Source: an optimization exercise on an open RTL-to-GDS flow (aim: small area, a short achievable clock period and few clock cycles). Production flows keep margins and buffers that such runs may drop.
The RTL was checked by simulation tests, not by an equivalence proof against the original design.

==> module bf16_mul_post, before the edit <==
module bf16_mul_post (
    input  wire [28:0] q,
    output reg  [15:0] y
);
    wire [1:0] spec = q[28:27];
    wire       sy   = q[26];
    wire [7:0] e0   = q[25:18];
    wire [2:0] ovf  = q[17:15];
    wire [2:0] unf  = q[14:12];
    wire [15:6] p   = q[11:2];
    wire       st_h = q[1];
    wire       st_l = q[0];
    wire [7:0] e1, e2;
    wire       c2, c3;
    ln_inc #(.W(8)) u_e1 (.a(e0), .ci(1'b1), .s(e1), .co(c2));
    ln_add #(.W(8)) u_e2 (.a(e0), .b(8'd2), .ci(1'b0), .s(e2), .co(c3));
    wire       rh = p[7] & (st_h | p[8]);
    wire       rl = p[6] & (st_l | p[7]);
    wire [6:0] mh, ml;
    wire       oh, ol;
    ln_inc #(.W(7)) u_ih (.a(p[14:8]), .ci(rh), .s(mh), .co(oh));
    ln_inc #(.W(7)) u_il (.a(p[13:7]), .ci(rl), .s(ml), .co(ol));
    wire [6:0] m_fin = p[15] ? mh : ml;
    wire [1:0] k = p[15] ? (oh ? 2'd2 : 2'd1) : (ol ? 2'd1 : 2'd0);
    wire [7:0] e_fin = (k == 2'd0) ? e0 : (k == 2'd1) ? e1 : e2;
    wire       e_ovf = ovf[k];
    wire       e_unf = unf[k];
    always @(*) begin
        if (spec == 2'd1)
            y = 16'h7fc0;
        else if (spec == 2'd2)
            y = {sy, 8'hff, 7'd0};
        else if (spec == 2'd3)
            y = {sy, 15'd0};
        else if (e_ovf)
            y = {sy, 8'hff, 7'd0};
        else if (e_unf)
            y = {sy, 15'd0};
        else
            y = {sy, e_fin, m_fin};
    end
endmodule
==> module bf16_as_pre, before the edit <==
module bf16_as_pre #(
    parameter SUB = 0
)(
    input  wire [15:0] a,
    input  wire [15:0] b,
    output wire [23:0] q
);
    wire       sa = a[15];
    wire       sb = b[15] ^ (SUB != 0);
    wire [7:0] ea = a[14:7], eb = b[14:7];
    wire [6:0] ma = a[6:0],  mb = b[6:0];
    wire a_zero = (ea == 8'd0);
    wire b_zero = (eb == 8'd0);
    wire a_max  = (ea == 8'hff);
    wire b_max  = (eb == 8'hff);
    wire a_inf  = a_max && (ma == 7'd0);
    wire b_inf  = b_max && (mb == 7'd0);
    wire a_nan  = a_max && (ma != 7'd0);
    wire b_nan  = b_max && (mb != 7'd0);
    wire       eff_sub = sa ^ sb;
    wire [7:0] dab, dba;
    wire       cab, cba, cm;
    wire [6:0] dm;
    ln_add #(.W(8)) u_dab (.a(ea), .b(~eb), .ci(1'b1), .s(dab), .co(cab));
    ln_add #(.W(8)) u_dba (.a(eb), .b(~ea), .ci(1'b1), .s(dba), .co(cba));
    ln_add #(.W(7)) u_dm  (.a(ma), .b(~mb), .ci(1'b1), .s(dm),  .co(cm));
    wire       e_lt = !cab;
    wire       e_eq = (ea == eb);
    wire       m_lt = !cm;
    wire       swap = e_lt || (e_eq && m_lt);
    wire       sx   = swap ? sb : sa;
    wire [7:0] ex   = e_lt ? eb : ea;
    wire [7:0] d    = e_lt ? dba : dab;
    wire [6:0] mx   = swap ? mb : ma;
    wire [6:0] mn   = swap ? ma : mb;
    wire [18:0] w    = {1'b1, mn, 11'd0} >> d[3:0];
    wire        big  = (d > 8'd10);
    wire [10:0] fn_sh = (a_zero || b_zero) ? 11'd0 : (big ? 11'd1 : {w[18:9], w[8] | (|w[7:0])});
    wire [10:0] fx   = {1'b1, mx, 3'b000};
    wire [11:0] s;
    wire        sco;
    ln_add #(.W(12)) u_s (.a({1'b0, fx}), .b({1'b0, fn_sh} ^ {12{eff_sub}}), .ci(eff_sub), .s(s), .co(sco));
    reg  [1:0] spec;
    reg        spec_s;
    always @(*) begin
        spec_s = 1'b0;
        if (a_nan || b_nan || (a_inf && b_inf && (sa != sb))) begin
            spec = 2'd1;
        end else if (a_inf) begin
            spec = 2'd2; spec_s = sa;
        end else if (b_inf) begin
            spec = 2'd2; spec_s = sb;
        end else if (a_zero && b_zero) begin
            spec = 2'd3; spec_s = sa & sb;
        end else begin
            spec = 2'd0;
        end
    end
    assign q = {spec, spec_s, sx, ex, s};
endmodule
==> module bf16_as_post, before the edit <==
module bf16_as_post (
    input  wire [23:0] q,
    output reg  [15:0] y
);
    wire [1:0]  spec    = q[23:22];
    wire        spec_s  = q[21];
    wire        sx      = q[20];
    wire [7:0]  ex      = q[19:12];
    wire [11:0] s       = q[11:0];
    wire        z8 = (s[10:3] == 8'd0);
    wire [10:0] n8 = z8 ? {s[2:0], 8'd0} : s[10:0];
    wire        z4 = (n8[10:7] == 4'd0);
    wire [10:0] n4 = z4 ? {n8[6:0], 4'd0} : n8;
    wire        z2 = (n4[10:9] == 2'd0);
    wire [10:0] n2 = z2 ? {n4[8:0], 2'd0} : n4;
    wire        z1 = !n2[10];
    wire [10:0] n1 = z1 ? {n2[9:0], 1'b0} : n2;
    wire [3:0]  lz = {z8, z4, z2, z1};
    wire [10:0] nrm  = s[11] ? {s[11:2], s[1] | s[0]} : n1;
    wire [6:0]  mant = nrm[9:3];
    wire        g    = nrm[2];
    wire        st   = nrm[1] | nrm[0];
    wire        rnd  = g & (st | mant[0]);
    wire [6:0]  m_fin;
    wire        mco;
    ln_inc #(.W(7)) u_inc (.a(mant), .ci(rnd), .s(m_fin), .co(mco));
    wire [9:0]  ex_p1, ex_p2, ex_m_lz;
    wire        q0, q1, q2;
    ln_inc #(.W(10)) u_ep1 (.a({2'b00, ex}), .ci(1'b1), .s(ex_p1), .co(q0));
    ln_add #(.W(10)) u_ep2 (.a({2'b00, ex}), .b(10'd2), .ci(1'b0), .s(ex_p2), .co(q1));
    ln_add #(.W(10)) u_eml (.a({2'b00, ex}), .b(~{6'd0, lz}), .ci(1'b1), .s(ex_m_lz), .co(q2));
    wire [9:0]  ex_m_lz_p1;
    wire        q4;
    ln_inc #(.W(10)) u_emp (.a(ex_m_lz), .ci(1'b1), .s(ex_m_lz_p1), .co(q4));
    wire [9:0]  e_fin = s[11] ? (mco ? ex_p2 : ex_p1) : (mco ? ex_m_lz_p1 : ex_m_lz);
    always @(*) begin
        if (spec == 2'd1)
            y = 16'h7fc0;
        else if (spec == 2'd2)
            y = {spec_s, 8'hff, 7'd0};
        else if (spec == 2'd3)
            y = {spec_s, 15'd0};
        else if (s == 12'd0)
            y = 16'h0000;
        else if (!e_fin[9] && (e_fin[8] || e_fin[7:0] == 8'hff))
            y = {sx, 8'hff, 7'd0};
        else if (e_fin[9] || e_fin == 10'd0)
            y = {sx, 15'd0};
        else
            y = {sx, e_fin[7:0], m_fin};
    end
endmodule
Settings: LEC_CHECK=0, ABC_AREA=1, CAP_MARGIN=20, CORE_MARGIN=2, CORE_UTILIZATION=55, SETUP_SLACK_MARGIN=5, SLEW_MARGIN=20; clock period 11.0 ns.
run.sh (not shown) runs the stock make flow with config.mk's settings and CLKGATE_MAP_FILE= SYNTH_SCRIPT=/design/flow/synth_recipe.tcl, a recipe that flattens the netlist after the stock synthesis.
Testbench counts at the start, summed over its fixed seeds: cycles 4,152.
Edit:
--- a/flow/design.v
+++ b/flow/design.v
@@ -114,9 +114,9 @@
     wire       st_l = q[0];
     wire [7:0] e1, e2;
     wire       c2, c3;
     ln_inc #(.W(8)) u_e1 (.a(e0), .ci(1'b1), .s(e1), .co(c2));
-    ln_add #(.W(8)) u_e2 (.a(e0), .b(8'd2), .ci(1'b0), .s(e2), .co(c3));
+    ln_inc #(.W(8)) u_e2 (.a(e1), .ci(1'b1), .s(e2), .co(c3));
     wire       rh = p[7] & (st_h | p[8]);
     wire       rl = p[6] & (st_l | p[7]);
     wire [6:0] mh, ml;
     wire       oh, ol;
@@ -568,9 +568,9 @@
     wire [7:0] dab, dba;
     wire       cab, cba, cm;
     wire [6:0] dm;
     ln_add #(.W(8)) u_dab (.a(ea), .b(~eb), .ci(1'b1), .s(dab), .co(cab));
-    ln_add #(.W(8)) u_dba (.a(eb), .b(~ea), .ci(1'b1), .s(dba), .co(cba));
+    ln_inc #(.W(8)) u_dba (.a(~dab), .ci(1'b1), .s(dba), .co(cba));           
     ln_add #(.W(7)) u_dm  (.a(ma), .b(~mb), .ci(1'b1), .s(dm),  .co(cm));
     wire       e_lt = !cab;
     wire       e_eq = (ea == eb);
     wire       m_lt = !cm;
@@ -630,17 +630,12 @@
     wire        rnd  = g & (st | mant[0]);
     wire [6:0]  m_fin;
     wire        mco;
     ln_inc #(.W(7)) u_inc (.a(mant), .ci(rnd), .s(m_fin), .co(mco));
-    wire [9:0]  ex_p1, ex_p2, ex_m_lz;
-    wire        q0, q1, q2;
-    ln_inc #(.W(10)) u_ep1 (.a({2'b00, ex}), .ci(1'b1), .s(ex_p1), .co(q0));
-    ln_add #(.W(10)) u_ep2 (.a({2'b00, ex}), .b(10'd2), .ci(1'b0), .s(ex_p2), .co(q1));
-    ln_add #(.W(10)) u_eml (.a({2'b00, ex}), .b(~{6'd0, lz}), .ci(1'b1), .s(ex_m_lz), .co(q2));
-    wire [9:0]  ex_m_lz_p1;
-    wire        q4;
-    ln_inc #(.W(10)) u_emp (.a(ex_m_lz), .ci(1'b1), .s(ex_m_lz_p1), .co(q4));
-    wire [9:0]  e_fin = s[11] ? (mco ? ex_p2 : ex_p1) : (mco ? ex_m_lz_p1 : ex_m_lz);
+    wire [4:0]  delta = s[11] ? {3'b000, mco, !mco} : ({4'b0000, mco} - {1'b0, lz});
+    wire [9:0]  e_fin;
+    wire        q0;
+    ln_add #(.W(10)) u_ef (.a({2'b00, ex}), .b({{5{delta[4]}}, delta}), .ci(1'b0), .s(e_fin), .co(q0));
     always @(*) begin
         if (spec == 2'd1)
             y = 16'h7fc0;
         else if (spec == 2'd2)
Result:
- The new run finished with timing, DRC and antenna clean
- die area decreases by 5.4%
- worst setup slack gets worse by 0.097 ns
- cell area decreases by 2.4%
- via count decreases by 5.3%
- sequential share of layout area increases by 0.78 points
- final cell count decreases by 6.2%
- core utilization increases by 2.2 points
- clock-buffer cell count increases by 2
- non-clock buffer count increases by 168
- wire length decreases by 3.7%
- fmax decreases by 1.6%
Testbench counts after the change, summed over its fixed seeds: cycles 4,152.


## middle
layernorm_norm again, from the RTL that the note above started with.
Settings: LEC_CHECK=0, CAP_MARGIN=20, CORE_MARGIN=2, CORE_UTILIZATION=40, SETUP_SLACK_MARGIN=5, SLEW_MARGIN=20; clock period 11.0 ns.
Testbench counts of middle, summed over its fixed seeds: cycles 4,152.
The following lists how east was set up differently from middle:
--- a/flow/design.v
+++ b/flow/design.v
@@ -116,5 +116,5 @@
     wire       c2, c3;
     ln_inc #(.W(8)) u_e1 (.a(e0), .ci(1'b1), .s(e1), .co(c2));
-    ln_add #(.W(8)) u_e2 (.a(e0), .b(8'd2), .ci(1'b0), .s(e2), .co(c3));
+    ln_inc #(.W(8)) u_e2 (.a(e1), .ci(1'b1), .s(e2), .co(c3));
     wire       rh = p[7] & (st_h | p[8]);
     wire       rl = p[6] & (st_l | p[7]);
@@ -570,5 +570,5 @@
     wire [6:0] dm;
     ln_add #(.W(8)) u_dab (.a(ea), .b(~eb), .ci(1'b1), .s(dab), .co(cab));
-    ln_add #(.W(8)) u_dba (.a(eb), .b(~ea), .ci(1'b1), .s(dba), .co(cba));
+    ln_inc #(.W(8)) u_dba (.a(~dab), .ci(1'b1), .s(dba), .co(cba));           
     ln_add #(.W(7)) u_dm  (.a(ma), .b(~mb), .ci(1'b1), .s(dm),  .co(cm));
     wire       e_lt = !cab;
@@ -632,13 +632,8 @@
     wire        mco;
     ln_inc #(.W(7)) u_inc (.a(mant), .ci(rnd), .s(m_fin), .co(mco));
-    wire [9:0]  ex_p1, ex_p2, ex_m_lz;
-    wire        q0, q1, q2;
-    ln_inc #(.W(10)) u_ep1 (.a({2'b00, ex}), .ci(1'b1), .s(ex_p1), .co(q0));
-    ln_add #(.W(10)) u_ep2 (.a({2'b00, ex}), .b(10'd2), .ci(1'b0), .s(ex_p2), .co(q1));
-    ln_add #(.W(10)) u_eml (.a({2'b00, ex}), .b(~{6'd0, lz}), .ci(1'b1), .s(ex_m_lz), .co(q2));
-    wire [9:0]  ex_m_lz_p1;
-    wire        q4;
-    ln_inc #(.W(10)) u_emp (.a(ex_m_lz), .ci(1'b1), .s(ex_m_lz_p1), .co(q4));
-    wire [9:0]  e_fin = s[11] ? (mco ? ex_p2 : ex_p1) : (mco ? ex_m_lz_p1 : ex_m_lz);
+    wire [4:0]  delta = s[11] ? {3'b000, mco, !mco} : ({4'b0000, mco} - {1'b0, lz});
+    wire [9:0]  e_fin;
+    wire        q0;
+    ln_add #(.W(10)) u_ef (.a({2'b00, ex}), .b({{5{delta[4]}}, delta}), .ci(1'b0), .s(e_fin), .co(q0));
     always @(*) begin
         if (spec == 2'd1)
==> comparison <==
east ends up with lower simple logic cell fraction of the synthesized area than middle does. Comparing wire length reported by the detailed router for middle and east, the bigger number came from middle. Changes observed in east relative to middle: total clock buffers created by CTS has decreased; slack of the critical path has decreased; relative area change from synthesis to final layout has increased; ratio of final minimum period to clock period has increased. east went all the way through synthesis, placement and routing and the layout is clean on timing, DRC and antenna. Run comparison: middle worst setup path startpoint mean1[7]; east worst setup path startpoint zq2[76].
Testbench counts of east, summed over its fixed seeds: cycles 4,152.

## static timing again, ports no longer ideal
The results above use ideal ports. As a check the final layouts listed here were re-extracted and re-timed, cells and wires unchanged. Step 1: set_driving_cell puts a clkbuf_16 on aclk and a buf_2 on each other input, an assumption about the parent block. Step 2 also shifts input and output timing later by t, the mid clock arrival at the registers, as if the neighbouring blocks saw the same clock. Slacks: no drivers / after step 1 / after step 2; pairs: no drivers / after step 1.
| run | t (ns) | setup slack, ns | latest minus earliest clock arrival (ns) | pins driven straight from the clock port |
|---|---|---|---|---|
| the first run of note 1 | 0.873 | 5.148 / 5.058 / 4.653 | 0.041 / 0.041 | 1 |
| the second run of note 1 | 0.870 | 5.052 / 5.029 / 4.637 | 0.048 / 0.048 | 1 |
| middle | 0.911 | 4.952 / 4.952 / 4.737 | 0.047 / 0.047 | 1 |
| east | 0.893 | 4.789 / 4.789 / 4.706 | 0.035 / 0.035 | 1 |
After both steps every run listed still meets setup and hold. For the first run of note 1, which loses most, drivers alone change the setup slack by -0.090 ns; drivers and shift together by -0.495 ns.
